Background: an optimization exercise with open tools, aiming at small area. Do not read the settings as production practice.
RTL that was checked went through simulation tests only; none was proved equivalent to the original.
No functional check of the RTL was part of run 2.
No driver is modelled on the clock port, so clocking that relies on it looks cheaper here than on a real chip.
Power figures rest on the tool's default switching activity, not on a simulated workload.

===== flow/run.sh =====
#!/bin/bash
# The standard layout (standard.sh) with these changes:
#  - synthesis is the standard flow's (synth_recipe.tcl, ORFS synth.tcl), except that ABC maps
#    the combinational logic with an area-oriented script (flow/abc_area.script);
#    flip-flop mapping, names and everything else are unchanged;
#  - ports are buffered with the smallest buffer (buf_1);
#  - the clock is distributed by four clock buffers, one per group of nearby
#    registers, inserted before CTS (flow/cts_pre.tcl), so TritonCTS adds none;
#  - constant outputs share one tie cell.
set -euo pipefail
W=$PWD
sed "s#^source \$::env(SCRIPTS_DIR)/synth_preamble.tcl\$#&\nset abc_args [lreplace \$abc_args 1 1 $W/flow/abc_area.script]#" \
  "$FLOW_HOME/scripts/synth.tcl" > "$W/flow_orfs_synth.tcl"
grep -q "abc_area.script" "$W/flow_orfs_synth.tcl"
sed "s#^source \$::env(SCRIPTS_DIR)/synth.tcl\$#source $W/flow_orfs_synth.tcl#" synth_recipe.tcl > "$W/flow_synth.tcl"
grep -q "flow_orfs_synth.tcl" "$W/flow_synth.tcl"
sed "s#SYNTH_SCRIPT=[^ ]*#SYNTH_SCRIPT=$W/flow_synth.tcl#" standard.sh > "$W/flow_standard.sh"
grep -q "flow_synth.tcl" "$W/flow_standard.sh"
export BUFFER_PORTS_ARGS="-buffer_cell sky130_fd_sc_hd__buf_1"
export PRE_CTS_TCL="$W/flow/cts_pre.tcl"
export CLK_GROUPS=4
export CLK_BUF=sky130_fd_sc_hd__buf_12
export CTS_ARGS="-sink_clustering_enable -dont_use_dummy_load"
export SKIP_REPAIR_TIE_FANOUT=1
export REMOVE_ABC_BUFFERS=1
bash "$W/flow_standard.sh" > flow_standard.log 2>&1

===== flow/abc_area.script =====
strash; dch -f; amap -F 4 -A 4; topo; stime -c

===== flow/cts_pre.tcl =====
# Clock distribution: split the clock sinks into NGRP groups by position and
# drive each group from its own clock buffer placed at the group's centre; the
# clock port drives only these buffers. TritonCTS then finds the clock net
# already buffered and leaves it alone.
set ngrp [expr {[info exists ::env(CLK_GROUPS)] ? $::env(CLK_GROUPS) : 4}]
set bcell [expr {[info exists ::env(CLK_BUF)] ? $::env(CLK_BUF) : "sky130_fd_sc_hd__buf_12"}]
set block [ord::get_db_block]
set net [$block findNet clk_i]
set items {}
foreach it [$net getITerms] {
  set inst [$it getInst]
  set loc [$inst getLocation]
  lappend items [list [lindex $loc 0] [lindex $loc 1] "[$inst getName]/[[$it getMTerm] getName]"]
}
proc split_groups {items n} {
  if {$n <= 1 || [llength $items] < 2} { return [list $items] }
  set xs [lmap i $items {lindex $i 0}]; set ys [lmap i $items {lindex $i 1}]
  set dx [expr {[tcl::mathfunc::max {*}$xs] - [tcl::mathfunc::min {*}$xs]}]
  set dy [expr {[tcl::mathfunc::max {*}$ys] - [tcl::mathfunc::min {*}$ys]}]
  set k [expr {$dx >= $dy ? 0 : 1}]
  set s [lsort -integer -index $k $items]
  set h [expr {[llength $s] / 2}]
  set n1 [expr {$n / 2}]
  return [concat [split_groups [lrange $s 0 [expr {$h - 1}]] $n1] [split_groups [lrange $s $h end] [expr {$n - $n1}]]]
}
set dbu [$block getDbUnitsPerMicron]
set g 0
foreach grp [split_groups $items $ngrp] {
  set sx 0; set sy 0; set pins {}
  foreach i $grp { set sx [expr {$sx + [lindex $i 0]}]; set sy [expr {$sy + [lindex $i 1]}]; lappend pins [get_pins [lindex $i 2]] }
  set cx [expr {$sx / double([llength $grp]) / $dbu}]; set cy [expr {$sy / double([llength $grp]) / $dbu}]
  insert_buffer -buffer_cell $bcell -net clk_i -load_pins $pins -location [list $cx $cy] -buffer_name clkbuf_g$g -net_name clk_g$g
  puts "clock group $g: [llength $grp] sinks, buffer at $cx $cy"
  incr g
}
# Keep TritonCTS from rebuilding these nets.
set skip [list clk_i]
foreach it [[$block findNet clk_i] getITerms] { lappend skip [[[[$it getInst] findITerm X] getNet] getName] }
puts "CTS skips: $skip"
set_cts_config -skip_nets $skip

===== standard.sh =====
#!/bin/bash
# synth_recipe.tcl (not shown) runs the flow's synth.tcl, then flattens the netlist and writes it again
# the make line also repeats each setting of config.mk as NAME=value (left out here)
make -C /OpenROAD-flow-scripts/flow DESIGN_CONFIG=/design/flow/config.mk WORK_HOME=/design/flow/orfs CLKGATE_MAP_FILE= SYNTH_SCRIPT=/design/flow/synth_recipe.tcl "${@:-finish}"

===== config.mk =====
export PLATFORM = sky130hd
export DESIGN_NAME = lcd_cntrl_top
export DESIGN_NICKNAME = lcd_cntrl_top
export VERILOG_FILES = /design/flow/design.v
export SDC_FILE = /design/flow/constraint.sdc
export NUM_CORES = 4
export LEC_CHECK = 0
export CAP_MARGIN = 0
export CORE_MARGIN = 2
export CORE_UTILIZATION = 65
export GPL_TIMING_DRIVEN = 0
export PLACE_DENSITY = 0.75
export SLEW_MARGIN = 0

===== constraint.sdc =====
create_clock -name core_clock -period 10.0 [get_ports {clk_i}]
set_input_delay 2.0000 -clock core_clock [delete_from_list [all_inputs] [get_ports {clk_i}]]
set_output_delay 2.0000 -clock core_clock [all_outputs]
set_load 0.01 [all_outputs]

===== design.v =====
`timescale 1ns / 1ns
module lcd_cntrl_top #(
    parameter int DATA_WIDTH = 8,
    parameter int INSTR_WIDTH = 10,
    parameter int PRESCALER_WIDTH = 16
) (
    input clk_i,
    input rst_ni,
    input        [11:0] haddr_i,
    input        [ 1:0] htrans_i,
    input        [31:0] hwdata_i,
    input               hwrite_i,
    output logic [31:0] hrdata_o,
    output logic        hready_out_o,
    output logic        hresp_o,
    input  [DATA_WIDTH-1:0] data_in_i,
    output logic [DATA_WIDTH-1:0] data_out_o,
    output logic                  data_oe_o,
    output logic                  rs_o,
    output logic                  rwb_o,
    output logic                  e_o
);
  logic        a_ok;     
  logic [ 1:0] a_idx;    
  logic        a_wr;     
  logic        err;      
  logic        hready;   
  logic        phy_en;
  logic [ 9:0] instr;
  logic        valid;
  logic [15:0] presc;
  logic [ 7:0] rdata;
  logic        phy_ready;
  logic        addr_hi;
  logic        invalid_trans;
  assign addr_hi       = |haddr_i[11:4];
  assign invalid_trans = htrans_i[1] & (addr_hi |
                         ((haddr_i[3:0] == 4'h4) & hwrite_i & !phy_ready));
  assign hresp_o      = err;
  assign hready_out_o = hready;
  always_ff @(posedge clk_i) begin
    if (!rst_ni) begin
      a_ok <= 1'b0;
      err    <= 1'b0;
      hready <= 1'b1;
    end else begin
      if (htrans_i[1]) a_ok <= !addr_hi & (haddr_i[1:0] == 2'b00);
      hready <= err | !invalid_trans;
      err    <= !hready | (!err & invalid_trans);
    end
  end
  always_ff @(posedge clk_i) begin
    if (htrans_i[1]) begin
      a_idx <= haddr_i[3:2];
      a_wr  <= hwrite_i;
    end else begin
      a_wr  <= 1'b0;
    end
  end
  logic wsel, rsel;
  assign wsel = a_ok & a_wr & !err;
  assign rsel = a_ok & !a_wr & !err;
  always_ff @(posedge clk_i) begin
    if (!rst_ni) begin
      phy_en <= 1'b0;
    end else if (wsel && a_idx == 2'd0) begin
      phy_en <= hwdata_i[0];
    end
  end
  always_ff @(posedge clk_i) begin
    if (!rst_ni) begin
      instr <= '0;
      valid <= 1'b0;
    end else if (valid) begin
      valid <= 1'b0;
    end else if (wsel && a_idx == 2'd1) begin
      instr <= hwdata_i[9:0];
      valid <= 1'b1;
    end
  end
  always_ff @(posedge clk_i) begin
    if (!rst_ni) begin
      presc <= 16'd10;
    end else if (wsel && a_idx == 2'd3) begin
      presc <= hwdata_i[15:0];
    end
  end
  always_comb begin
    hrdata_o = 32'h0;
    if (rsel) begin
      case (a_idx)
        2'd0: hrdata_o[1:0] = {phy_ready, phy_en};
        2'd1: hrdata_o[9:0] = instr;
        2'd2: hrdata_o[7:0] = rdata;
        2'd3: hrdata_o[15:0] = presc;
      endcase
    end
  end
  localparam logic [2:0] S_IDLE = 3'd0;
  localparam logic [2:0] S_AF   = 3'd1;   
  localparam logic [2:0] S_ADDR = 3'd2;
  localparam logic [2:0] S_WD   = 3'd3;
  localparam logic [2:0] S_RD   = 3'd4;
  localparam logic [2:0] S_CAP  = 3'd5;
  localparam logic [2:0] S_EH   = 3'd6;
  logic [ 2:0] state;
  logic [ 5:0] cnt;
  logic [15:0] pcnt;
  logic        busy;      
  logic [ 7:0] wdata;
  logic        adv;
  assign phy_ready = !busy & phy_en;
  assign adv       = valid & phy_ready;
  logic        term;
  logic [ 5:0] cnt_ld;
  logic [ 5:0] cby;      
  always_comb begin
    cby[0] = 1'b1;
    for (int i = 1; i < 6; i++) cby[i] = cby[i-1] & !cnt[i-1];
  end
  assign term = (cnt == 6'd0);
  always_comb begin
    case (state)
      S_ADDR:  cnt_ld = rwb_o ? 6'd36 : 6'd45;
      S_RD:    cnt_ld = 6'd9;
      S_WD:    cnt_ld = 6'd55;
      S_CAP:   cnt_ld = 6'd55;
      default: cnt_ld = 6'd6;
    endcase
  end
  logic [15:0] pcy, pinc;
  logic        tick, clr;
  always_comb begin
    pcy[0] = 1'b1;
    for (int i = 1; i < 16; i++) pcy[i] = pcy[i-1] & pcnt[i-1];
  end
  assign pinc = pcnt ^ pcy;
  assign tick = (pinc == presc) & !(pcy[15] & pcnt[15]);
  assign clr  = (state == S_IDLE) | term;
  always_ff @(posedge clk_i) begin
    if (clr) begin
      cnt  <= cnt_ld;
      pcnt <= '0;
    end else if (tick) begin
      cnt  <= cnt ^ cby;
      pcnt <= '0;
    end else begin
      pcnt <= pinc;
    end
  end
  always_ff @(posedge clk_i or negedge rst_ni) begin
    if (!rst_ni) begin
      state <= S_IDLE;
    end else begin
      case (state)
        S_IDLE:  if (adv) state <= S_AF;
        S_AF:    state <= S_ADDR;
        S_ADDR:  if (term) state <= rwb_o ? S_RD : S_WD;
        S_WD:    if (term) state <= S_EH;
        S_RD:    if (term) state <= S_CAP;
        S_CAP:   if (term) state <= S_EH;
        S_EH:    if (term) state <= adv ? S_AF : S_IDLE;
        default: state <= S_IDLE;
      endcase
    end
  end
  always_ff @(posedge clk_i or negedge rst_ni) begin
    if (!rst_ni) begin
      busy <= 1'b0;
    end else if (adv) begin
      busy <= 1'b1;
    end else if (state == S_EH && cnt == 6'd1) begin
      busy <= 1'b0;
    end
  end
  always_ff @(posedge clk_i) begin
    if (state == S_AF) wdata <= instr[7:0];
  end
  always_ff @(posedge clk_i or negedge rst_ni) begin
    if (!rst_ni) begin
      rs_o       <= 1'b0;
      rwb_o      <= 1'b0;
      e_o        <= 1'b0;
      data_out_o <= '0;
      data_oe_o  <= 1'b0;
    end else begin
      if (state == S_AF) {rs_o, rwb_o} <= instr[9:8];
      e_o <= (state == S_WD) | (state == S_RD) | (state == S_CAP);
      if (state == S_WD) data_out_o <= wdata;
      if (state == S_IDLE || state == S_RD) data_oe_o <= 1'b0;
      else if (state == S_WD) data_oe_o <= 1'b1;
    end
  end
  always_ff @(posedge clk_i or negedge rst_ni) begin
    if (!rst_ni) begin
      rdata <= '0;
    end else if ((state == S_RD && term) || (state == S_CAP && !term)) begin
      rdata <= data_in_i;
    end
  end
endmodule

==> impl_metrics.prom, run 1 <==
# TYPE chip_impl_metric gauge
chip_impl_metric{name="synth-adder-area-share",unit=""} 0.0665
chip_impl_metric{name="power.density",unit="mW/mm^2"} 158
chip_impl_metric{name="critical_path_peak_fanout",unit=""} 22
chip_impl_metric{name="vdd_drop_max",unit="V"} 0.000118
chip_impl_metric{name="relative_area_change_from_synthesis_to_final_layout",unit="%"} 8.74
chip_impl_metric{name="timing.critical_path.required",unit="ns"} 9.76
chip_impl_metric{name="buffers_added_on_ports",unit=""} 69
chip_impl_metric{name="synth_mux_area_frac",unit=""} 0
chip_impl_info{name="hold_class",value="reg -> reg"} 1
chip_impl_metric{name="drive_gt1_frac",unit=""} 0.0189
chip_impl_metric{name="setup_viol",unit=""} 0
chip_impl_metric{name="initial_antenna_violation_count",unit=""} 0
chip_impl_metric{name="site_rows",unit=""} 27
chip_impl_info{name="cp-end-kind",value="flip-flop"} 1
chip_impl_metric{name="synth_top_area_share",unit=""} 0.255
chip_impl_metric{name="floorplan.die_area",unit="sq mm"} 0.00642
chip_impl_metric{name="synth_compound_gate_area_share",unit=""} 0.198
chip_impl_info{name="class_of_the_most_critical_setup_path",value="reg -> reg"} 1
chip_impl_info{name="largest_family_of_logic_cells_by_synthesized_area",value="compound AO/OA/AOI/OAI gates"} 1
chip_impl_metric{name="dp_hpwl",unit="mm"} 6.12
chip_impl_metric{name="placeableCoreArea",unit="sq mm"} 0.00554
chip_impl_metric{name="detail_route.drc_violations",unit=""} 0
chip_impl_info{name="post-synth-top-count-cell",value="sky130_fd_sc_hd__nor2_1"} 1
chip_impl_metric{name="starting_utilization_of_the_core_area",unit=""} 0.680
chip_impl_metric{name="yosys.cell_types.count",unit=""} 32
chip_impl_metric{name="max_freq",unit="GHz"} 0.200
chip_impl_metric{name="detail_route.vias_per_cell",unit=""} 6.23
chip_impl_metric{name="tmin_final",unit="ns"} 4.99
chip_impl_metric{name="xor_and_xnor_fraction_of_the_mapped_netlist_area",unit=""} 0.00233
chip_impl_info{name="synth_top_cells_by_area",value="sky130_fd_sc_hd__dfxtp_1 26%, sky130_fd_sc_hd__dfrtp_1 16%, sky130_fd_sc_hd__edfxtp_1 13%, sky130_fd_sc_hd__ha_1 6.6%, sky130_fd_sc_hd__nor2_1 5.0%"} 1
chip_impl_metric{name="min_delay_path_depth",unit=""} 1
chip_impl_metric{name="setup-tns-final",unit="ns"} 0
chip_impl_metric{name="firstDrtPassIters",unit=""} 5
chip_impl_metric{name="grt_max_degree",unit=""} 40
chip_impl_metric{name="hold_viol",unit=""} 0
chip_impl_metric{name="fin_util",unit=""} 0.739
chip_impl_metric{name="wl",unit="mm"} 8.21
chip_impl_metric{name="pin_count",unit=""} 103
chip_impl_metric{name="num_vias",unit=""} 3091
chip_impl_info{name="top_cells_by_instance_count_after_synthesis",value="50 x sky130_fd_sc_hd__nor2_1, 48 x sky130_fd_sc_hd__dfxtp_1, 43 x sky130_fd_sc_hd__clkinv_1, 24 x sky130_fd_sc_hd__dfrtp_1, 20 x sky130_fd_sc_hd__ha_1"} 1
chip_impl_metric{name="synth_area_per_cell",unit="sq um"} 10.3
chip_impl_metric{name="yosys.area_share.simple",unit=""} 0.115
chip_impl_metric{name="yosys_warnings",unit=""} 1
chip_impl_metric{name="synth-edff-count",unit=""} 16
chip_impl_info{name="status",value="complete, no violations"} 1
chip_impl_metric{name="cts_hold_repair.buffers",unit=""} 0
chip_impl_metric{name="timing.max_slew.rel_slack",unit=""} 0.171
chip_impl_metric{name="die_h",unit="microns"} 80.1
chip_impl_metric{name="max_cap_violations",unit=""} 0
chip_impl_metric{name="final_max_slew_violation_count",unit=""} 0
chip_impl_metric{name="globalRouteOverflowTotal",unit=""} 0
chip_impl_metric{name="synth_async_sr_flop_share",unit=""} 0.273
chip_impl_metric{name="postSynthCellCount",unit=""} 366
chip_impl_metric{name="static-leakage-power",unit="uW"} 0.00159
chip_impl_metric{name="antenna_cells_inserted",unit=""} 0
chip_impl_metric{name="grt_usage",unit=""} 0.257
chip_impl_metric{name="die_width",unit="microns"} 80.1
chip_impl_metric{name="ratio_of_final_minimum_period_to_clock_period",unit=""} 0.499
chip_impl_metric{name="post_synth_instance_area",unit="sq mm"} 0.00376
chip_impl_info{name="synth-main-ff-cell",value="sky130_fd_sc_hd__dfxtp_1"} 1
chip_impl_metric{name="tightest_slew",unit="ns"} 1.23
chip_impl_metric{name="number_of_instances_resized_during_post_cts_repair",unit=""} 0
chip_impl_metric{name="clk_pin_slew",unit="ns"} 0.08
chip_impl_metric{name="antenna_left",unit=""} 0
chip_impl_metric{name="postCtsSetupRepairBufs",unit=""} 0
chip_impl_metric{name="totalPowerFinal",unit="uW"} 645
chip_impl_info{name="synth_top_cell_by_area",value="sky130_fd_sc_hd__dfxtp_1"} 1
chip_impl_metric{name="cp.arrival",unit="ns"} 4.75
chip_impl_metric{name="grt_first_pass_wirelength",unit="mm"} 13.2
chip_impl_metric{name="clock_latency",unit="ns"} 0.13
chip_impl_metric{name="post_route_worst_hold_slack",unit="ns"} 0.459
chip_impl_info{name="setup_repair_after_global_routing_missed_its_margin",value="no"} 1
chip_impl_metric{name="numPlacedInstances",unit=""} 492
chip_impl_metric{name="initial_drc_count",unit=""} 293
chip_impl_metric{name="timing.clock.skew",unit="ns"} 0.0123
chip_impl_metric{name="worst_reg_to_reg_cells",unit=""} 21
chip_impl_metric{name="gpl.final_weighted_congestion",unit=""} 0.894
chip_impl_metric{name="synth-seq-area-share",unit=""} 0.542
chip_impl_metric{name="synth_seq_cells",unit=""} 88
chip_impl_metric{name="number_of_global_route_vias_before_repair",unit=""} 2772
chip_impl_metric{name="finalNonFillerCells",unit=""} 496
chip_impl_metric{name="finalNetCount",unit=""} 503
chip_impl_metric{name="detail_route.wl_per_cell",unit="microns"} 16.5
chip_impl_info{name="timing.critical_path.from_type",value="flip-flop"} 1
cells by family (layout without fill, tap and decap cells):
family,after synthesis,after routing
compound gates,101,101
xor+xnor,1,1
flops,88,88
fa+ha+maj,20,20
buf+inv,59,117
other cells,1,1
simple gates,96,96
final cells by class, without the clock buffers:
cell class | count | area [sq um]
fillers | 425 | 1450
inverters | 43 | 161
multi-input cells | 219 | 1450
flip-flops and latches | 88 | 2040
well taps | 72 | 90.1
repair buffers | 70 | 268
worst paths after layout:
check / startpoint / to / slack, ns
max reg2reg: pcnt[0]$_SDFF_PP0_ / cnt[2]$_DFFE_PP_ / 5.01
min: hready$_SDFF_PN1_ / err$_SDFF_PN0_ / 0.46
max: pcnt[0]$_SDFF_PP0_ / cnt[2]$_DFFE_PP_ / 5.01
max in group asynchronous: rst_ni / rs_o$_DFFE_PN0N_ / 7.53
min reg2reg: hready$_SDFF_PN1_ / err$_SDFF_PN0_ / 0.46
min in group asynchronous: rst_ni / rdata[4]$_DFFE_PN0P_ / 1.96
worst max-delay path, cell delays in order (launching register included):
cell and delay (ns):
sky130_fd_sc_hd__dfxtp_1 0.34, sky130_fd_sc_hd__ha_1 0.20, sky130_fd_sc_hd__ha_1 0.19, sky130_fd_sc_hd__ha_1 0.18, sky130_fd_sc_hd__ha_1 0.18, sky130_fd_sc_hd__ha_1 0.19, sky130_fd_sc_hd__ha_1 0.19, sky130_fd_sc_hd__ha_1 0.18
sky130_fd_sc_hd__ha_1 0.18, sky130_fd_sc_hd__ha_1 0.19, sky130_fd_sc_hd__ha_1 0.18, sky130_fd_sc_hd__ha_1 0.17, sky130_fd_sc_hd__ha_1 0.18, sky130_fd_sc_hd__ha_1 0.18, sky130_fd_sc_hd__ha_1 0.19, sky130_fd_sc_hd__ha_1 0.30
sky130_fd_sc_hd__o22ai_1 0.08, sky130_fd_sc_hd__nor4_1 0.27, sky130_fd_sc_hd__nand3_1 0.10, sky130_fd_sc_hd__nor4_1 0.18, sky130_fd_sc_hd__nand4_1 0.16, sky130_fd_sc_hd__nand2_1 0.62
through the flow:
| step | cell area, sq um | worst slack [ns] |
|---|---|---|
| finish | 4090 | 5.01 |
| global route | 4090 | 4.64 |
| CTS | 4090 | 4.98 |
| detailed placement | 4010 | 4.99 |
| global placement | 3990 | 4.61 |
| floorplan | 3640 | 5.50 |
cells in the final DEF (no fill, tap or decap):
| cell | n |
|---|---|
| sky130_fd_sc_hd__buf_1 | 68 |
| sky130_fd_sc_hd__nor2_1 | 50 |
| sky130_fd_sc_hd__dfxtp_1 | 48 |
| sky130_fd_sc_hd__clkinv_1 | 43 |
| sky130_fd_sc_hd__dfrtp_1 | 24 |
| sky130_fd_sc_hd__ha_1 | 20 |
| sky130_fd_sc_hd__o22a_1 | 19 |
| sky130_fd_sc_hd__o21ai_0 | 18 |
| sky130_fd_sc_hd__edfxtp_1 | 16 |
| sky130_fd_sc_hd__a21oi_1 | 14 |
| sky130_fd_sc_hd__a22oi_1 | 12 |
| sky130_fd_sc_hd__nor3_1 | 11 |
| sky130_fd_sc_hd__o22ai_1 | 11 |
| sky130_fd_sc_hd__nand2_1 | 10 |
| sky130_fd_sc_hd__a222oi_1 | 9 |
| sky130_fd_sc_hd__nor4_1 | 8 |
| sky130_fd_sc_hd__o221a_1 | 7 |
| sky130_fd_sc_hd__nor2b_1 | 7 |
| sky130_fd_sc_hd__a221oi_1 | 4 |
| sky130_fd_sc_hd__nand3_1 | 4 |
| sky130_fd_sc_hd__buf_12 | 4 |
| sky130_fd_sc_hd__a211oi_1 | 2 |
| sky130_fd_sc_hd__o21a_1 | 1 |
| sky130_fd_sc_hd__o32ai_1 | 1 |
| sky130_fd_sc_hd__o21bai_1 | 1 |
| sky130_fd_sc_hd__nand4_1 | 1 |
| sky130_fd_sc_hd__and3_1 | 1 |
| sky130_fd_sc_hd__xor2_1 | 1 |
| sky130_fd_sc_hd__nor4b_1 | 1 |
| sky130_fd_sc_hd__a31oi_1 | 1 |
| sky130_fd_sc_hd__or4_1 | 1 |
| sky130_fd_sc_hd__nor3_2 | 1 |
| sky130_fd_sc_hd__a221o_1 | 1 |
| sky130_fd_sc_hd__nor4_2 | 1 |
| sky130_fd_sc_hd__conb_1 | 1 |
| sky130_fd_sc_hd__buf_2 | 1 |
| sky130_fd_sc_hd__buf_4 | 1 |
metal layers:
metal  GRT usage  up-vias  share of wire
li1            -     1450              -
met1       0.362     1454           0.41
met2       0.444      169           0.49
met3      0.0124       18          0.072
met4      0.0492        0          0.023
met5           0        -              0
registers in the layout, indices dropped and copies added, names as in the netlist, 2 cells and up:
signal	cells
pcnt	16
wdata	8
state	3
a_idx	2
rdata	8
instr	10
cnt	6
data_out_o	8
presc	16
power breakdown:
| part | internal, uW | switching, uW |
|---|---|---|
| clock network | 65.1 | 85.8 |
| logic | 30.1 | 66.2 |
| registers | 385 | 12.7 |
| total | 480 | 165 |
==> inputs of run 2 (changes only) <==
--- a/design.v
+++ b/design.v
@@ -50,40 +50,26 @@
     end
   end
   always_ff @(posedge clk_i) begin
-    if (htrans_i[1]) begin
-      a_idx <= haddr_i[3:2];
-      a_wr  <= hwrite_i;
-    end else begin
-      a_wr  <= 1'b0;
-    end
+    a_idx <= ({2{htrans_i[1]}} & haddr_i[3:2]) | ({2{!htrans_i[1]}} & a_idx);
+    a_wr  <= htrans_i[1] & hwrite_i;
   end
   logic wsel, rsel;
   assign wsel = a_ok & a_wr & !err;
   assign rsel = a_ok & !a_wr & !err;
+  logic ld_ctrl, hd_ctrl, ld_instr, hd_instr, ld_presc, hd_presc;
+  logic instr_wen;
+  assign instr_wen = wsel & (a_idx == 2'd1) & !valid;
+  assign ld_ctrl   = rst_ni & wsel & (a_idx == 2'd0);
+  assign hd_ctrl   = rst_ni & !(wsel & (a_idx == 2'd0));
+  assign ld_instr  = rst_ni & instr_wen;
+  assign hd_instr  = rst_ni & !instr_wen;
+  assign ld_presc  = rst_ni & wsel & (a_idx == 2'd3);
+  assign hd_presc  = rst_ni & !(wsel & (a_idx == 2'd3));
   always_ff @(posedge clk_i) begin
-    if (!rst_ni) begin
-      phy_en <= 1'b0;
-    end else if (wsel && a_idx == 2'd0) begin
-      phy_en <= hwdata_i[0];
-    end
-  end
-  always_ff @(posedge clk_i) begin
-    if (!rst_ni) begin
-      instr <= '0;
-      valid <= 1'b0;
-    end else if (valid) begin
-      valid <= 1'b0;
-    end else if (wsel && a_idx == 2'd1) begin
-      instr <= hwdata_i[9:0];
-      valid <= 1'b1;
-    end
-  end
-  always_ff @(posedge clk_i) begin
-    if (!rst_ni) begin
-      presc <= 16'd10;
-    end else if (wsel && a_idx == 2'd3) begin
-      presc <= hwdata_i[15:0];
-    end
+    phy_en <= (ld_ctrl & hwdata_i[0]) | (hd_ctrl & phy_en);
+    instr  <= ({10{ld_instr}} & hwdata_i[9:0]) | ({10{hd_instr}} & instr);
+    presc  <= ({16{ld_presc}} & hwdata_i[15:0]) | ({16{hd_presc}} & presc) | {12'd0, !rst_ni, 1'b0, !rst_ni, 1'b0};
+    valid  <= rst_ni & instr_wen;
   end
   always_comb begin
     hrdata_o = 32'h0;
@@ -138,15 +124,8 @@
   assign tick = (pinc == presc) & !(pcy[15] & pcnt[15]);
   assign clr  = (state == S_IDLE) | term;
   always_ff @(posedge clk_i) begin
-    if (clr) begin
-      cnt  <= cnt_ld;
-      pcnt <= '0;
-    end else if (tick) begin
-      cnt  <= cnt ^ cby;
-      pcnt <= '0;
-    end else begin
-      pcnt <= pinc;
-    end
+    cnt  <= ({6{clr}} & cnt_ld) | ({6{!clr}} & (cnt ^ ({6{tick}} & cby)));
+    pcnt <= {16{!(clr | tick)}} & pinc;
   end
   always_ff @(posedge clk_i or negedge rst_ni) begin
     if (!rst_ni) begin
@@ -173,8 +152,12 @@
       busy <= 1'b0;
     end
   end
+  logic st_af, st_wd, ld_rdata;
+  assign st_af    = (state == S_AF);
+  assign st_wd    = (state == S_WD);
+  assign ld_rdata = (state == S_RD && term) || (state == S_CAP && !term);
   always_ff @(posedge clk_i) begin
-    if (state == S_AF) wdata <= instr[7:0];
+    wdata <= ({8{st_af}} & instr[7:0]) | ({8{!st_af}} & wdata);
   end
   always_ff @(posedge clk_i or negedge rst_ni) begin
     if (!rst_ni) begin
@@ -184,9 +167,9 @@
       data_out_o <= '0;
       data_oe_o  <= 1'b0;
     end else begin
-      if (state == S_AF) {rs_o, rwb_o} <= instr[9:8];
+      {rs_o, rwb_o} <= ({2{st_af}} & instr[9:8]) | ({2{!st_af}} & {rs_o, rwb_o});
       e_o <= (state == S_WD) | (state == S_RD) | (state == S_CAP);
-      if (state == S_WD) data_out_o <= wdata;
+      data_out_o <= ({8{st_wd}} & wdata) | ({8{!st_wd}} & data_out_o);
       if (state == S_IDLE || state == S_RD) data_oe_o <= 1'b0;
       else if (state == S_WD) data_oe_o <= 1'b1;
     end
@@ -194,8 +177,8 @@
   always_ff @(posedge clk_i or negedge rst_ni) begin
     if (!rst_ni) begin
       rdata <= '0;
-    end else if ((state == S_RD && term) || (state == S_CAP && !term)) begin
-      rdata <= data_in_i;
+    end else begin
+      rdata <= ({8{ld_rdata}} & data_in_i) | ({8{!ld_rdata}} & rdata);
     end
   end
 endmodule
==> run 2 against run 1 <==
Total power is 17% lower. Wire length grew 0.41%. First-iteration DRC count shrank 34%. Clock power is essentially flat. Cell area shrank 1.5%. Area after synthesis fell by 1.5%. Die area decreased by 1.5%.
==> impl_metrics.prom, run 2 <==
# TYPE chip_impl_metric gauge
chip_impl_metric{name="synth_area_per_cell",unit="sq um"} 9.48
chip_impl_metric{name="tmin_final",unit="ns"} 6.38
chip_impl_metric{name="die_width",unit="microns"} 79.5
chip_impl_metric{name="num_vias",unit=""} 3063
chip_impl_metric{name="setup_viol",unit=""} 0
chip_impl_metric{name="synth_async_sr_flop_share",unit=""} 0.273
chip_impl_metric{name="synth-seq-area-share",unit=""} 0.535
chip_impl_info{name="top_cells_by_instance_count_after_synthesis",value="70 x sky130_fd_sc_hd__clkinv_1, 54 x sky130_fd_sc_hd__dfxtp_1, 48 x sky130_fd_sc_hd__nor2_1, 27 x sky130_fd_sc_hd__o22ai_1, 24 x sky130_fd_sc_hd__dfrtp_1"} 1
chip_impl_metric{name="final_max_slew_violation_count",unit=""} 0
chip_impl_info{name="post-synth-top-count-cell",value="sky130_fd_sc_hd__clkinv_1"} 1
chip_impl_info{name="timing.critical_path.from_type",value="flip-flop"} 1
chip_impl_metric{name="fillerInstances",unit=""} 435
chip_impl_metric{name="buffers_added_on_ports",unit=""} 69
chip_impl_metric{name="grt_usage",unit=""} 0.268
chip_impl_metric{name="timing.clock.skew",unit="ns"} 0.00895
chip_impl_metric{name="wl",unit="mm"} 8.24
chip_impl_metric{name="number_of_global_route_vias_before_repair",unit=""} 2977
chip_impl_metric{name="yosys_warnings",unit=""} 1
chip_impl_metric{name="synth_seq_cells",unit=""} 88
chip_impl_metric{name="firstDrtPassIters",unit=""} 7
chip_impl_info{name="synth_top_cells_by_area",value="sky130_fd_sc_hd__dfxtp_1 29%, sky130_fd_sc_hd__dfrtp_1 16%, sky130_fd_sc_hd__edfxtp_1 8.1%, sky130_fd_sc_hd__clkinv_1 7.1%, sky130_fd_sc_hd__ha_1 5.4%"} 1
chip_impl_metric{name="post_synth_instance_area",unit="sq mm"} 0.00371
chip_impl_info{name="class_of_the_most_critical_setup_path",value="reg -> reg"} 1
chip_impl_metric{name="regArea",unit="sq mm"} 0.00198
chip_impl_metric{name="site_rows",unit=""} 27
chip_impl_metric{name="grt_util_met3",unit=""} 0.0124
chip_impl_metric{name="grt_first_pass_wirelength",unit="mm"} 13.8
chip_impl_info{name="cp-end-kind",value="flip-flop"} 1
chip_impl_metric{name="postCtsSetupRepairBufs",unit=""} 0
chip_impl_metric{name="vdd_drop_max",unit="V"} 0.000107
chip_impl_metric{name="critical_path_peak_fanout",unit=""} 4
chip_impl_metric{name="postSynthCellCount",unit=""} 391
chip_impl_metric{name="relative_area_change_from_synthesis_to_final_layout",unit="%"} 8.81
chip_impl_metric{name="die_h",unit="microns"} 79.5
chip_impl_metric{name="ratio_of_final_minimum_period_to_clock_period",unit=""} 0.638
chip_impl_metric{name="power.density",unit="mW/mm^2"} 133
chip_impl_metric{name="cts_hold_repair.buffers",unit=""} 0
chip_impl_metric{name="multiInputGateArea",unit="sq mm"} 0.00135
chip_impl_metric{name="post_route_worst_hold_slack",unit="ns"} 0.442
chip_impl_metric{name="cp.arrival",unit="ns"} 6.39
chip_impl_info{name="layout_commonest_cell",value="sky130_fd_sc_hd__clkinv_1"} 1
chip_impl_metric{name="timing.max_slew.rel_slack",unit=""} 0.218
chip_impl_metric{name="synth_top_area_share",unit=""} 0.292
chip_impl_metric{name="grt_max_degree",unit=""} 29
chip_impl_metric{name="antenna_cells_inserted",unit=""} 0
chip_impl_info{name="synth_top_cell_by_area",value="sky130_fd_sc_hd__dfxtp_1"} 1
chip_impl_info{name="setup_repair_after_global_routing_missed_its_margin",value="no"} 1
chip_impl_metric{name="initial_antenna_violation_count",unit=""} 0
chip_impl_metric{name="setup-tns-final",unit="ns"} 0
chip_impl_metric{name="number_of_instances_resized_during_post_cts_repair",unit=""} 0
chip_impl_metric{name="detail_route.wl_per_cell",unit="microns"} 15.8
chip_impl_metric{name="placeableCoreArea",unit="sq mm"} 0.00551
chip_impl_metric{name="timing.critical_path.required",unit="ns"} 10.02
chip_impl_info{name="status",value="complete, no violations"} 1
chip_impl_metric{name="yosys.cell_types.count",unit=""} 31
chip_impl_metric{name="grt.met1_usage",unit=""} 0.365
chip_impl_metric{name="finalNetCount",unit=""} 524
chip_impl_metric{name="synth-edff-count",unit=""} 10
chip_impl_info{name="synth-main-ff-cell",value="sky130_fd_sc_hd__dfxtp_1"} 1
chip_impl_info{name="grt-busiest-layer",value="met2"} 1
chip_impl_metric{name="pin_count",unit=""} 103
chip_impl_metric{name="detail_route.drc_violations",unit=""} 0
chip_impl_metric{name="antenna_left",unit=""} 0
chip_impl_info{name="layout.cells.most_common_list",value="70 x sky130_fd_sc_hd__clkinv_1, 68 x sky130_fd_sc_hd__buf_1, 54 x sky130_fd_sc_hd__dfxtp_1, 48 x sky130_fd_sc_hd__nor2_1, 27 x sky130_fd_sc_hd__o22ai_1"} 1
chip_impl_metric{name="initial_drc_count",unit=""} 192
chip_impl_info{name="hold_class",value="reg -> reg"} 1
chip_impl_metric{name="hold_viol",unit=""} 0
chip_impl_metric{name="floorplan.die_area",unit="sq mm"} 0.00632
chip_impl_metric{name="globalRouteOverflowTotal",unit=""} 0
chip_impl_metric{name="groute.layer.met2.usage",unit=""} 0.473
chip_impl_metric{name="static-leakage-power",unit="uW"} 0.00152
chip_impl_metric{name="max_freq",unit="GHz"} 0.157
chip_impl_metric{name="clock_latency",unit="ns"} 0.13
chip_impl_metric{name="gpl.final_weighted_congestion",unit=""} 0.928
chip_impl_metric{name="dp_hpwl",unit="mm"} 6.26
chip_impl_metric{name="max_cap_violations",unit=""} 0
chip_impl_metric{name="clk_pin_slew",unit="ns"} 0.09
chip_impl_metric{name="drive_gt1_frac",unit=""} 0.0156
chip_impl_metric{name="tightest_slew",unit="ns"} 1.16
chip_impl_metric{name="starting_utilization_of_the_core_area",unit=""} 0.673
chip_impl_metric{name="detail_route.vias_per_cell",unit=""} 5.88
-- run 2: cell types whose count changed after synthesis, moves of 6 or more --
| cell | previous run | this run |
|---|---|---|
| sky130_fd_sc_hd__dfxtp_1 | 48 | 54 |
| sky130_fd_sc_hd__edfxtp_1 | 16 | 10 |
| sky130_fd_sc_hd__a22oi_1 | 12 | 3 |
| sky130_fd_sc_hd__o22ai_1 | 11 | 27 |
| sky130_fd_sc_hd__nand2_1 | 10 | 20 |
| sky130_fd_sc_hd__clkinv_1 | 43 | 70 |
| sky130_fd_sc_hd__o221a_1 | 7 | 0 |
-- run 2: cell type report, without the clock buffers --
class | instances | area share
Inverter | 70 | 0.0651
Sequential cell | 88 | 0.491
Tap cell | 72 | 0.0223
Timing Repair Buffer | 70 | 0.0673
Multi-Input combinational cell | 217 | 0.334
-- run 2: power breakdown --
part	switching [uW]	leakage (uW)	internal (uW)
clock network	87.0	0.0000376	65.1
registers	0.995	0.000846	359
logic	17.2	0.000634	6.47
-- run 2: metrics by stage --
step	cell area (sq um)	instances	setup slack [ns]	utilization	power [uW]
floorplan	3590	375	4.36	-	379
global placement	3940	516	3.75	0.715	390
detailed placement	3950	517	3.67	0.717	391
CTS	4030	521	3.61	0.732	509
global route	4030	521	2.93	0.733	554
finish	4030	521	3.62	0.733	536
-- run 2: path summary, 6_finish.rpt --
| check | from | end | slack, ns | cells after the start |
|---|---|---|---|---|
| worst max register to register | pcnt[0]$_DFF_P_ | cnt[3]$_DFF_P_ | 3.62 | 26 |
| worst min-delay path | hready$_SDFF_PN1_ | err$_SDFF_PN0_ | 0.44 | 1 |
| min in group asynchronous | rst_ni | async pin | 1.88 | 1 |
| max in group asynchronous | rst_ni | async pin | 7.73 | 1 |
| worst max-delay path | pcnt[0]$_DFF_P_ | cnt[3]$_DFF_P_ | 3.62 | 26 |
| worst min register to register | hready$_SDFF_PN1_ | err$_SDFF_PN0_ | 0.44 | 1 |
-- run 2: cell families (layout without fill, tap and decap cells) --
logic type,count (synthesis),after routing,share of synthesized area
adder cells (fa/ha/maj),16,16,0.0540
AO/OA/AOI/OAI,98,98,0.185
other,1,1,0.00101
AND/OR/NAND/NOR,102,102,0.122
flip-flops,88,88,0.535
buffers and inverters,86,144,0.103
-- run 2: metal layers --
metal | up-vias | wire, microns
li1 | 1496 | -
met1 | 1430 | 3480
met2 | 117 | 4050
met3 | 20 | 489
met4 | 0 | 221
met5 | - | 0
-- run 2: critical path, stage by stage, from the launching register on --
cell and delay [ns]:
sky130_fd_sc_hd__dfxtp_1 0.34, sky130_fd_sc_hd__ha_1 0.20, sky130_fd_sc_hd__ha_1 0.19, sky130_fd_sc_hd__ha_1 0.18, sky130_fd_sc_hd__ha_1 0.20, sky130_fd_sc_hd__ha_1 0.19
sky130_fd_sc_hd__ha_1 0.19, sky130_fd_sc_hd__ha_1 0.20, sky130_fd_sc_hd__ha_1 0.18, sky130_fd_sc_hd__ha_1 0.18, sky130_fd_sc_hd__ha_1 0.18, sky130_fd_sc_hd__ha_1 0.18
sky130_fd_sc_hd__ha_1 0.21, sky130_fd_sc_hd__ha_1 0.19, sky130_fd_sc_hd__ha_1 0.19, sky130_fd_sc_hd__ha_1 0.29, sky130_fd_sc_hd__clkinv_1 0.06, sky130_fd_sc_hd__o221ai_1 0.10
sky130_fd_sc_hd__or3_1 0.32, sky130_fd_sc_hd__or4_1 0.42, sky130_fd_sc_hd__or4_1 0.40, sky130_fd_sc_hd__a2111oi_0 0.70, sky130_fd_sc_hd__clkinv_1 0.33, sky130_fd_sc_hd__nor2_1 0.23
sky130_fd_sc_hd__clkinv_1 0.08, sky130_fd_sc_hd__a211oi_1 0.25, sky130_fd_sc_hd__a31oi_1 0.06
==> inputs of run 3 (changes only) <==
--- a/design.v
+++ b/design.v
@@ -50,14 +50,17 @@
     end
   end
   always_ff @(posedge clk_i) begin
-    a_idx <= ({2{htrans_i[1]}} & haddr_i[3:2]) | ({2{!htrans_i[1]}} & a_idx);
-    a_wr  <= htrans_i[1] & hwrite_i;
+    if (htrans_i[1]) begin
+      a_idx <= haddr_i[3:2];
+      a_wr  <= hwrite_i;
+    end else begin
+      a_wr  <= 1'b0;
+    end
   end
   logic wsel, rsel;
   assign wsel = a_ok & a_wr & !err;
   assign rsel = a_ok & !a_wr & !err;
-  logic ld_ctrl, hd_ctrl, ld_instr, hd_instr, ld_presc, hd_presc;
-  logic instr_wen;
+  logic ld_ctrl, hd_ctrl, ld_instr, hd_instr, ld_presc, hd_presc, instr_wen;
   assign instr_wen = wsel & (a_idx == 2'd1) & !valid;
   assign ld_ctrl   = rst_ni & wsel & (a_idx == 2'd0);
   assign hd_ctrl   = rst_ni & !(wsel & (a_idx == 2'd0));
@@ -65,10 +68,20 @@
   assign hd_instr  = rst_ni & !instr_wen;
   assign ld_presc  = rst_ni & wsel & (a_idx == 2'd3);
   assign hd_presc  = rst_ni & !(wsel & (a_idx == 2'd3));
-  always_ff @(posedge clk_i) begin
-    phy_en <= (ld_ctrl & hwdata_i[0]) | (hd_ctrl & phy_en);
-    instr  <= ({10{ld_instr}} & hwdata_i[9:0]) | ({10{hd_instr}} & instr);
-    presc  <= ({16{ld_presc}} & hwdata_i[15:0]) | ({16{hd_presc}} & presc) | {12'd0, !rst_ni, 1'b0, !rst_ni, 1'b0};
+  logic        phy_en_d;
+  logic [ 9:0] instr_d;
+  logic [15:0] presc_d;
+  lcd_sel u_en_sel (.a(hwdata_i[0]), .sa(ld_ctrl), .b(phy_en), .sb(hd_ctrl), .y(phy_en_d));
+  for (genvar i = 0; i < 10; i++) begin : g_instr
+    lcd_sel u_sel (.a(hwdata_i[i]), .sa(ld_instr), .b(instr[i]), .sb(hd_instr), .y(instr_d[i]));
+  end
+  for (genvar i = 0; i < 16; i++) begin : g_presc
+    lcd_sel u_sel (.a(hwdata_i[i]), .sa(ld_presc), .b(presc[i]), .sb(hd_presc), .y(presc_d[i]));
+  end
+  always_ff @(posedge clk_i) begin
+    phy_en <= phy_en_d;
+    instr  <= instr_d;
+    presc  <= presc_d | {12'd0, !rst_ni, 1'b0, !rst_ni, 1'b0};   
     valid  <= rst_ni & instr_wen;
   end
   always_comb begin
@@ -83,12 +96,12 @@
     end
   end
   localparam logic [2:0] S_IDLE = 3'd0;
-  localparam logic [2:0] S_AF   = 3'd1;   
-  localparam logic [2:0] S_ADDR = 3'd2;
-  localparam logic [2:0] S_WD   = 3'd3;
-  localparam logic [2:0] S_RD   = 3'd4;
+  localparam logic [2:0] S_AF   = 3'd2;   
+  localparam logic [2:0] S_ADDR = 3'd3;
+  localparam logic [2:0] S_WD   = 3'd1;
+  localparam logic [2:0] S_RD   = 3'd7;
   localparam logic [2:0] S_CAP  = 3'd5;
-  localparam logic [2:0] S_EH   = 3'd6;
+  localparam logic [2:0] S_EH   = 3'd4;
   logic [ 2:0] state;
   logic [ 5:0] cnt;
   logic [15:0] pcnt;
@@ -124,8 +137,15 @@
   assign tick = (pinc == presc) & !(pcy[15] & pcnt[15]);
   assign clr  = (state == S_IDLE) | term;
   always_ff @(posedge clk_i) begin
-    cnt  <= ({6{clr}} & cnt_ld) | ({6{!clr}} & (cnt ^ ({6{tick}} & cby)));
-    pcnt <= {16{!(clr | tick)}} & pinc;
+    if (clr) begin
+      cnt  <= cnt_ld;
+      pcnt <= '0;
+    end else if (tick) begin
+      cnt  <= cnt ^ cby;
+      pcnt <= '0;
+    end else begin
+      pcnt <= pinc;
+    end
   end
   always_ff @(posedge clk_i or negedge rst_ni) begin
     if (!rst_ni) begin
@@ -152,12 +172,8 @@
       busy <= 1'b0;
     end
   end
-  logic st_af, st_wd, ld_rdata;
-  assign st_af    = (state == S_AF);
-  assign st_wd    = (state == S_WD);
-  assign ld_rdata = (state == S_RD && term) || (state == S_CAP && !term);
-  always_ff @(posedge clk_i) begin
-    wdata <= ({8{st_af}} & instr[7:0]) | ({8{!st_af}} & wdata);
+  always_ff @(posedge clk_i) begin
+    if (state == S_AF) wdata <= instr[7:0];
   end
   always_ff @(posedge clk_i or negedge rst_ni) begin
     if (!rst_ni) begin
@@ -167,9 +183,9 @@
       data_out_o <= '0;
       data_oe_o  <= 1'b0;
     end else begin
-      {rs_o, rwb_o} <= ({2{st_af}} & instr[9:8]) | ({2{!st_af}} & {rs_o, rwb_o});
+      if (state == S_AF) {rs_o, rwb_o} <= instr[9:8];
       e_o <= (state == S_WD) | (state == S_RD) | (state == S_CAP);
-      data_out_o <= ({8{st_wd}} & wdata) | ({8{!st_wd}} & data_out_o);
+      if (state == S_WD) data_out_o <= wdata;
       if (state == S_IDLE || state == S_RD) data_oe_o <= 1'b0;
       else if (state == S_WD) data_oe_o <= 1'b1;
     end
@@ -177,8 +193,17 @@
   always_ff @(posedge clk_i or negedge rst_ni) begin
     if (!rst_ni) begin
       rdata <= '0;
-    end else begin
-      rdata <= ({8{ld_rdata}} & data_in_i) | ({8{!ld_rdata}} & rdata);
+    end else if ((state == S_RD && term) || (state == S_CAP && !term)) begin
+      rdata <= data_in_i;
     end
   end
 endmodule
+module lcd_sel (
+    input  a,
+    input  sa,
+    input  b,
+    input  sb,
+    output y
+);
+  assign y = (a & sa) | (b & sb);
+endmodule
--- a/flow/run.sh
+++ b/flow/run.sh
@@ -6,7 +6,9 @@
 #  - ports are buffered with the smallest buffer (buf_1);
 #  - the clock is distributed by four clock buffers, one per group of nearby
 #    registers, inserted before CTS (flow/cts_pre.tcl), so TritonCTS adds none;
-#  - constant outputs share one tie cell.
+#  - constant outputs share one tie cell;
+#  - the register-select cells (module lcd_sel) are mapped on their own
+#    (SYNTH_KEEP_MODULES) and flattened at the end as synth_recipe.tcl does.
 set -euo pipefail
 W=$PWD
 sed "s#^source \$::env(SCRIPTS_DIR)/synth_preamble.tcl\$#&\nset abc_args [lreplace \$abc_args 1 1 $W/flow/abc_area.script]#" \
@@ -19,8 +21,9 @@
 export BUFFER_PORTS_ARGS="-buffer_cell sky130_fd_sc_hd__buf_1"
 export PRE_CTS_TCL="$W/flow/cts_pre.tcl"
 export CLK_GROUPS=4
-export CLK_BUF=sky130_fd_sc_hd__buf_12
+export CLK_BUF=sky130_fd_sc_hd__buf_8
 export CTS_ARGS="-sink_clustering_enable -dont_use_dummy_load"
 export SKIP_REPAIR_TIE_FANOUT=1
 export REMOVE_ABC_BUFFERS=1
+export SYNTH_KEEP_MODULES=lcd_sel
 bash "$W/flow_standard.sh" > flow_standard.log 2>&1
--- a/config.mk
+++ b/config.mk
@@ -9,5 +9,5 @@
 export CORE_MARGIN = 2
 export CORE_UTILIZATION = 65
 export GPL_TIMING_DRIVEN = 0
-export PLACE_DENSITY = 0.75
+export PLACE_DENSITY = 0.95
 export SLEW_MARGIN = 0
==> run 3 against run 2 <==
Flip-flop and latch count unchanged. Hold slack improved by 0.020 ns. Die area stayed put. Critical path type unchanged. Critical endpoint is now cnt[0]$_DFFE_PP_.
==> impl_metrics.prom, run 3 <==
# TYPE chip_impl_metric gauge
chip_impl_metric{name="setup-tns-final",unit="ns"} 0
chip_impl_metric{name="drive_gt1_frac",unit=""} 0.0200
chip_impl_metric{name="timing.clock.skew",unit="ns"} 0.00862
chip_impl_metric{name="critical_path_peak_fanout",unit=""} 22
chip_impl_info{name="worstReg2RegEnd",value="cnt[0]$_DFFE_PP_"} 1
chip_impl_metric{name="power_switching_share",unit=""} 0.343
chip_impl_info{name="synth_top_cell_by_area",value="sky130_fd_sc_hd__dfxtp_1"} 1
chip_impl_metric{name="detail_route.drc_violations",unit=""} 0
chip_impl_metric{name="switching_power",unit="uW"} 325
chip_impl_info{name="worstSetupStartpoint",value="pcnt[0]$_SDFF_PP0_"} 1
chip_impl_metric{name="postCtsSetupRepairBufs",unit=""} 0
chip_impl_metric{name="placeableCoreArea",unit="sq mm"} 0.00551
chip_impl_metric{name="wl",unit="mm"} 8.13
chip_impl_metric{name="grt_max_degree",unit=""} 26
chip_impl_metric{name="die_h",unit="microns"} 79.5
chip_impl_metric{name="ratio_of_final_minimum_period_to_clock_period",unit=""} 0.484
chip_impl_metric{name="number_of_global_route_vias_before_repair",unit=""} 2895
chip_impl_metric{name="yosys.cell_types.count",unit=""} 34
chip_impl_info{name="layout_commonest_cell",value="sky130_fd_sc_hd__buf_1"} 1
chip_impl_info{name="setup_repair_after_global_routing_missed_its_margin",value="no"} 1
chip_impl_metric{name="power.density",unit="mW/mm^2"} 236
chip_impl_info{name="cp-end-kind",value="flip-flop"} 1
chip_impl_metric{name="multiInputGateArea",unit="sq mm"} 0.00143
chip_impl_metric{name="dp_hpwl",unit="mm"} 6.09
chip_impl_metric{name="p_int",unit="uW"} 624
chip_impl_metric{name="die_width",unit="microns"} 79.5
chip_impl_metric{name="cts_hold_repair.buffers",unit=""} 0
chip_impl_metric{name="grt_first_pass_wirelength",unit="mm"} 13.2
chip_impl_metric{name="fillerInstances",unit=""} 394
chip_impl_metric{name="cp.arrival",unit="ns"} 4.62
chip_impl_metric{name="timing.critical_path.required",unit="ns"} 9.78
chip_impl_metric{name="setup_slack",unit="ns"} 5.16
chip_impl_info{name="hold_path.startpoint",value="hready$_SDFF_PN1_"} 1
chip_impl_info{name="synth_top_cells_by_area",value="sky130_fd_sc_hd__dfxtp_1 26%, sky130_fd_sc_hd__dfrtp_1 16%, sky130_fd_sc_hd__edfxtp_1 13%, sky130_fd_sc_hd__ha_1 6.7%, sky130_fd_sc_hd__a22o_1 6.4%"} 1
chip_impl_metric{name="antenna_cells_inserted",unit=""} 0
chip_impl_metric{name="min_delay_path_depth",unit=""} 1
chip_impl_metric{name="fin_util",unit=""} 0.729
chip_impl_metric{name="finalNetCount",unit=""} 479
chip_impl_metric{name="power.clock.fraction",unit=""} 0.138
chip_impl_metric{name="floorplan.die_area",unit="sq mm"} 0.00632
chip_impl_info{name="biggestRegsByFlops",value="pcnt x16, presc x16, instr x10"} 1
chip_impl_metric{name="max_cap_violations",unit=""} 0
chip_impl_metric{name="antenna_left",unit=""} 0
chip_impl_metric{name="synth-seq-area-share",unit=""} 0.551
chip_impl_metric{name="buffers_added_on_ports",unit=""} 69
chip_impl_info{name="layout.cells.most_common_list",value="68 x sky130_fd_sc_hd__buf_1, 48 x sky130_fd_sc_hd__dfxtp_1, 37 x sky130_fd_sc_hd__nor2_1, 36 x sky130_fd_sc_hd__clkinv_1, 27 x sky130_fd_sc_hd__a22o_1"} 1
chip_impl_metric{name="pwr-share-seq",unit=""} 0.541
chip_impl_info{name="crit_end",value="cnt[0]$_DFFE_PP_"} 1
chip_impl_metric{name="synth_seq_cells",unit=""} 88
chip_impl_metric{name="synth-edff-count",unit=""} 16
chip_impl_metric{name="pin_count",unit=""} 103
chip_impl_metric{name="globalRouteOverflowTotal",unit=""} 0
chip_impl_metric{name="gpl.final_weighted_congestion",unit=""} 0.915
chip_impl_metric{name="starting_utilization_of_the_core_area",unit=""} 0.673
chip_impl_metric{name="relative_area_change_from_synthesis_to_final_layout",unit="%"} 8.23
chip_impl_info{name="r2r-start",value="pcnt[0]$_SDFF_PP0_"} 1
chip_impl_metric{name="clock_latency",unit="ns"} 0.14
chip_impl_info{name="hold_class",value="reg -> reg"} 1
chip_impl_metric{name="timing.max_slew.rel_slack",unit=""} 0.181
chip_impl_info{name="post-synth-top-count-cell",value="sky130_fd_sc_hd__dfxtp_1"} 1
chip_impl_metric{name="postSynthCellCount",unit=""} 343
chip_impl_metric{name="vdd_drop_max",unit="V"} 0.000144
chip_impl_metric{name="ff2ff_setup_slack",unit="ns"} 5.16
chip_impl_metric{name="site_rows",unit=""} 27
chip_impl_info{name="top_cells_by_instance_count_after_synthesis",value="48 x sky130_fd_sc_hd__dfxtp_1, 37 x sky130_fd_sc_hd__nor2_1, 36 x sky130_fd_sc_hd__clkinv_1, 27 x sky130_fd_sc_hd__a22o_1, 24 x sky130_fd_sc_hd__dfrtp_1"} 1
chip_impl_metric{name="firstDrtPassIters",unit=""} 5
chip_impl_metric{name="final_max_slew_violation_count",unit=""} 0
chip_impl_info{name="timing.critical_path.from_type",value="flip-flop"} 1
chip_impl_metric{name="grt_usage",unit=""} 0.259
chip_impl_metric{name="detail_route.vias_per_cell",unit=""} 6.31
chip_impl_metric{name="setup_viol",unit=""} 0
chip_impl_info{name="class_of_the_most_critical_setup_path",value="reg -> reg"} 1
chip_impl_metric{name="synth_area_per_cell",unit="sq um"} 10.8
chip_impl_metric{name="static-leakage-power",unit="uW"} 0.00153
chip_impl_metric{name="initial_drc_count",unit=""} 260
chip_impl_metric{name="detail_route.wl_per_cell",unit="microns"} 17.2
chip_impl_metric{name="worst_reg_to_reg_cells",unit=""} 18
chip_impl_metric{name="clk_pin_slew",unit="ns"} 0.11
chip_impl_metric{name="synth_top_area_share",unit=""} 0.259
chip_impl_metric{name="comb_power_share",unit=""} 0.320
chip_impl_metric{name="regArea",unit="sq mm"} 0.00204
chip_impl_metric{name="max_freq",unit="GHz"} 0.207
chip_impl_metric{name="tightest_slew",unit="ns"} 1.22
chip_impl_info{name="status",value="complete, no violations"} 1
chip_impl_metric{name="synth_async_sr_flop_share",unit=""} 0.273
chip_impl_metric{name="initial_antenna_violation_count",unit=""} 0
chip_impl_metric{name="post_synth_instance_area",unit="sq mm"} 0.00371
chip_impl_metric{name="number_of_instances_resized_during_post_cts_repair",unit=""} 0
chip_impl_metric{name="tmin_final",unit="ns"} 4.84
chip_impl_info{name="synth-main-ff-cell",value="sky130_fd_sc_hd__dfxtp_1"} 1
chip_impl_metric{name="yosys_warnings",unit=""} 1
chip_impl_metric{name="hold_viol",unit=""} 0
chip_impl_metric{name="num_vias",unit=""} 2980
chip_impl_metric{name="place_worst_setup_slack",unit="ns"} 4.68
-- run 3: cell count changes after synthesis, moves of 5 or more --
| cell | before | now |
|---|---|---|
| sky130_fd_sc_hd__nand2_1 | 20 | 8 |
| sky130_fd_sc_hd__dfxtp_1 | 54 | 48 |
| sky130_fd_sc_hd__a22o_1 | 2 | 27 |
| sky130_fd_sc_hd__edfxtp_1 | 10 | 16 |
| sky130_fd_sc_hd__o21ai_0 | 17 | 11 |
| sky130_fd_sc_hd__nor2b_1 | 3 | 10 |
| sky130_fd_sc_hd__o22ai_1 | 27 | 9 |
| sky130_fd_sc_hd__clkinv_1 | 70 | 36 |
| sky130_fd_sc_hd__a221oi_1 | 0 | 6 |
| sky130_fd_sc_hd__nor3_1 | 15 | 10 |
| sky130_fd_sc_hd__nor2_1 | 48 | 37 |
-- run 3: cell families (layout without fill, tap and decap cells) --
family / Yosys count / after routing / share of synthesized area
AO/OA/AOI/OAI: 99 / 99 / 0.205
adder cells (fa/ha/maj): 20 / 20 / 0.0675
XOR/XNOR: 1 / 1 / 0.00236
AND/OR/NAND/NOR: 82 / 82 / 0.105
flip-flops: 88 / 88 / 0.551
other: 1 / 1 / 0.00101
buffers and inverters: 52 / 109 / 0.0689
-- run 3: how the worst min path moves through the flow --
| stage | to | slack (ns) |
|---|---|---|
| after floorplan | pcnt[0]$_SDFF_PP0_ | 0.43 |
| final | err$_SDFF_PN0_ | 0.46 |
| after global placement | err$_SDFF_PN0_ | 0.42 |
| after detailed placement | err$_SDFF_PN0_ | 0.42 |
| after global routing | err$_SDFF_PN0_ | 0.47 |
| after CTS | err$_SDFF_PN0_ | 0.44 |
-- run 3: layout make-up, without the clock buffers --
type | count | area share
Multi-Input combinational cell | 203 | 0.355
Timing Repair Buffer | 69 | 0.0649
Inverter | 36 | 0.0337
Sequential cell | 88 | 0.509
Tap cell | 72 | 0.0225
-- run 3: modules after synthesis, one instance, submodules excluded --
module | cell area [sq um] | cells
lcd_cntrl_top | 3470 | 316
lcd_sel | 8.76 | 1
-- run 3: per-layer routing --
metal,routed length (microns),global-route usage,vias to the layer above,share of wire
li1,-,-,1383,-
met1,3210,0.333,1416,0.39
met2,4100,0.476,165,0.50
met3,678,0.0181,16,0.083
met4,139,0.0534,0,0.017
met5,0,0,-,0
-- run 3: worst max-delay path, stage by stage (launching register included) --
cell	delay [ns]
sky130_fd_sc_hd__dfxtp_1	0.36
sky130_fd_sc_hd__ha_1	0.20
sky130_fd_sc_hd__ha_1	0.18
sky130_fd_sc_hd__ha_1	0.18
sky130_fd_sc_hd__ha_1	0.18
sky130_fd_sc_hd__ha_1	0.18
sky130_fd_sc_hd__ha_1	0.19
sky130_fd_sc_hd__ha_1	0.18
sky130_fd_sc_hd__ha_1	0.18
sky130_fd_sc_hd__ha_1	0.18
sky130_fd_sc_hd__ha_1	0.18
sky130_fd_sc_hd__ha_1	0.19
sky130_fd_sc_hd__ha_1	0.19
sky130_fd_sc_hd__ha_1	0.19
sky130_fd_sc_hd__ha_1	0.18
sky130_fd_sc_hd__ha_1	0.17
sky130_fd_sc_hd__a2111oi_0	0.43
sky130_fd_sc_hd__nand3_1	0.15
sky130_fd_sc_hd__o21ai_2	0.78
-- run 3: through the flow --
stage,cells,instance area (sq um),power [uW],hold WS [ns]
6_report,472,4010,949,0.462
5_1_grt,472,4010,1010,0.475
4_1_cts,472,4010,921,0.436
3_5_place_dp,468,3950,820,0.422
3_3_place_gp,468,3940,788,0.420
2_1_floorplan,327,3590,721,0.430
-- run 3: power by group through the flow --
stage / sequential (uW) / clock [uW] / combinational, uW
2_1_floorplan: 518 / 0 / 203
3_3_place_gp: 514 / 0 / 274
3_5_place_dp: 521 / 0 / 299
4_1_cts: 521 / 98.5 / 302
5_1_grt: 521 / 144 / 341
6_report: 514 / 131 / 304
==> inputs of run 4 (changes only) <==
--- a/flow/run.sh
+++ b/flow/run.sh
@@ -21,7 +21,7 @@
 export BUFFER_PORTS_ARGS="-buffer_cell sky130_fd_sc_hd__buf_1"
 export PRE_CTS_TCL="$W/flow/cts_pre.tcl"
 export CLK_GROUPS=4
-export CLK_BUF=sky130_fd_sc_hd__buf_8
+export CLK_BUF=sky130_fd_sc_hd__buf_12
 export CTS_ARGS="-sink_clustering_enable -dont_use_dummy_load"
 export SKIP_REPAIR_TIE_FANOUT=1
 export REMOVE_ABC_BUFFERS=1
--- a/config.mk
+++ b/config.mk
@@ -9,5 +9,5 @@
 export CORE_MARGIN = 2
 export CORE_UTILIZATION = 65
 export GPL_TIMING_DRIVEN = 0
-export PLACE_DENSITY = 0.95
+export PLACE_DENSITY = 0.75
 export SLEW_MARGIN = 0
==> run 4 against run 3 <==
Total power rose by 1.4%. Critical path type unchanged. Clock power grew 16%. Still clean. Via count is 4.1% lower. Area after synthesis stayed put. Register-to-register slack better by 0.03 ns. Worst setup slack gained 0.031 ns.
==> impl_metrics.prom, run 4 <==
# TYPE chip_impl_metric gauge
chip_impl_info{name="status",value="complete, no violations"} 1
chip_impl_metric{name="initial_antenna_violation_count",unit=""} 0
chip_impl_info{name="class_of_the_most_critical_setup_path",value="reg -> reg"} 1
chip_impl_metric{name="yosys.area_share.simple",unit=""} 0.105
chip_impl_info{name="synth_top_cells_by_area",value="sky130_fd_sc_hd__dfxtp_1 26%, sky130_fd_sc_hd__dfrtp_1 16%, sky130_fd_sc_hd__edfxtp_1 13%, sky130_fd_sc_hd__ha_1 6.7%, sky130_fd_sc_hd__a22o_1 6.4%"} 1
chip_impl_info{name="timing.critical_path.cells",value="ha_1 > ha_1 > ha_1 > ha_1 > ha_1 > ha_1 > ha_1 > ha_1 > ha_1 > ha_1 > ha_1 > ha_1 > ha_1 > ha_1 > clkinv_1 > o22ai_1 > nor4_1 > nand4_1 > o21ai_2"} 1
chip_impl_metric{name="finalNetCount",unit=""} 479
chip_impl_metric{name="hold_viol",unit=""} 0
chip_impl_info{name="cp-end-kind",value="flip-flop"} 1
chip_impl_metric{name="finalNonFillerCells",unit=""} 472
chip_impl_metric{name="switching_power",unit="uW"} 319
chip_impl_metric{name="globalRouteOverflowTotal",unit=""} 0
chip_impl_metric{name="path_depth",unit=""} 19
chip_impl_metric{name="gpl.final_weighted_congestion",unit=""} 0.871
chip_impl_metric{name="post_synth_instance_area",unit="sq mm"} 0.00371
chip_impl_metric{name="pin_count",unit=""} 103
chip_impl_metric{name="timing.critical_path.required",unit="ns"} 9.76
chip_impl_metric{name="synth-edff-count",unit=""} 16
chip_impl_metric{name="synth_seq_cells",unit=""} 88
chip_impl_metric{name="xor_and_xnor_fraction_of_the_mapped_netlist_area",unit=""} 0.00236
chip_impl_metric{name="number_of_instances_resized_during_post_cts_repair",unit=""} 0
chip_impl_metric{name="number_of_global_route_vias_before_repair",unit=""} 2766
chip_impl_metric{name="power_switching_share",unit=""} 0.332
chip_impl_metric{name="dp_hpwl",unit="mm"} 5.89
chip_impl_metric{name="setup_viol",unit=""} 0
chip_impl_metric{name="final_max_slew_violation_count",unit=""} 0
chip_impl_metric{name="min_delay_path_depth",unit=""} 1
chip_impl_info{name="biggestRegsByFlops",value="pcnt x16, presc x16, instr x10"} 1
chip_impl_metric{name="grt_first_pass_wirelength",unit="mm"} 13.1
chip_impl_info{name="post-synth-top-count-cell",value="sky130_fd_sc_hd__dfxtp_1"} 1
chip_impl_info{name="timing.critical_path.from_type",value="flip-flop"} 1
chip_impl_metric{name="clock_latency",unit="ns"} 0.13
chip_impl_metric{name="synth_mux_area_frac",unit=""} 0
chip_impl_info{name="layout.cells.most_common_list",value="68 x sky130_fd_sc_hd__buf_1, 48 x sky130_fd_sc_hd__dfxtp_1, 37 x sky130_fd_sc_hd__nor2_1, 36 x sky130_fd_sc_hd__clkinv_1, 27 x sky130_fd_sc_hd__a22o_1"} 1
==> run 4: per-module statistics from Yosys (local to each module, per instance) <==
| module | flops+latches | times used | cell area, sq um |
|---|---|---|---|
| lcd_cntrl_top | 88 | 1 | 3470 |
| lcd_sel | 0 | 27 | 8.76 |
==> run 4: final timing paths <==
| kind | from | end |
|---|---|---|
| min in group asynchronous | rst_ni | rdata[7]$_DFFE_PN0P_ |
| max | pcnt[0]$_SDFF_PP0_ | cnt[4]$_DFFE_PP_ |
| min reg2reg | hready$_SDFF_PN1_ | err$_SDFF_PN0_ |
| max in group asynchronous | rst_ni | state[0]$_DFFE_PN0P_ |
| max reg2reg | pcnt[0]$_SDFF_PP0_ | cnt[4]$_DFFE_PP_ |
| min | hready$_SDFF_PN1_ | err$_SDFF_PN0_ |
==> run 4: per-layer routing <==
metal / vias to the layer above / part of all wire / GRT usage
met5: - / 0 / 0
met4: 0 / 0.015 / 0.0293
met3: 10 / 0.061 / 0.0181
met2: 111 / 0.50 / 0.466
met1: 1353 / 0.43 / 0.356
li1: 1385 / - / -
==> run 4: metrics by stage <==
stage               instance area, sq um  setup WS [ns]  utilization
finish                              4030           5.19        0.732
global route                        4030           4.81        0.732
CTS                                 4030           4.69        0.731
detailed placement                  3950           4.71        0.716
global placement                    3940           4.04        0.715
floorplan                           3590           4.87            -
==> run 4: cell families (layout without fill, tap and decap cells) <==
| group | Yosys count | count (layout) |
|---|---|---|
| flops | 88 | 88 |
| buf+inv | 52 | 109 |
| simple gates | 82 | 82 |
| xor+xnor | 1 | 1 |
| fa+ha+maj | 20 | 20 |
| other cells | 1 | 1 |
| compound gates | 99 | 99 |
==> run 4: cell type report, without the clock buffers <==
| cell class | instances | area [sq um] | area share |
|---|---|---|---|
| multi-input combinational | 203 | 1430 | 0.353 |
| inverter | 36 | 135 | 0.0335 |
| timing repair buffer | 69 | 260 | 0.0645 |
| sequential | 88 | 2040 | 0.506 |
| tap | 72 | 90.1 | 0.0223 |
==> run 4: power groups by stage <==
| stage | Sequential (uW) | Clock (uW) | Combinational, uW |
|---|---|---|---|
| final | 515 | 152 | 295 |
| after global routing | 525 | 165 | 339 |
| after CTS | 523 | 117 | 300 |
| after detailed placement | 521 | 0 | 295 |
| after global placement | 516 | 0 | 279 |
| after floorplan | 518 | 0 | 203 |

what the ideal ports hide:
No port has a modelled driver above. Below, the same layouts with a new extraction and two added sets of constraints. Step 1: set_driving_cell puts a clkbuf_16 on clk_i and a buf_2 on each other input, an assumption about the parent block. Step 2 times the ports against the registers' clock, not the clock port: input delays grow and output delays shrink by t, the midpoint of the rising clock arrivals with the driver on. a / b / c = ideal ports / drivers / drivers and shift; a / b = the first two.
run | t (ns) | setup WS [ns] | clock arrival spread, ns | worst register clock-pin slew, ns | worst data-port slew with drivers (ns)
run 1 | 0.204 | 5.009 / 5.009 / 5.009 | 0.013 / 0.013 | 0.09 / 0.09 | 0.03
run 2 | 0.204 | 3.621 / 3.621 / 3.621 | 0.010 / 0.010 | 0.09 / 0.09 | 0.03
run 3 | 0.207 | 5.161 / 5.161 / 5.161 | 0.010 / 0.010 | 0.11 / 0.11 | 0.05
run 4 | 0.207 | 5.192 / 5.192 / 5.192 | 0.006 / 0.006 | 0.09 / 0.09 | 0.04
After both steps every run listed still meets setup and hold.
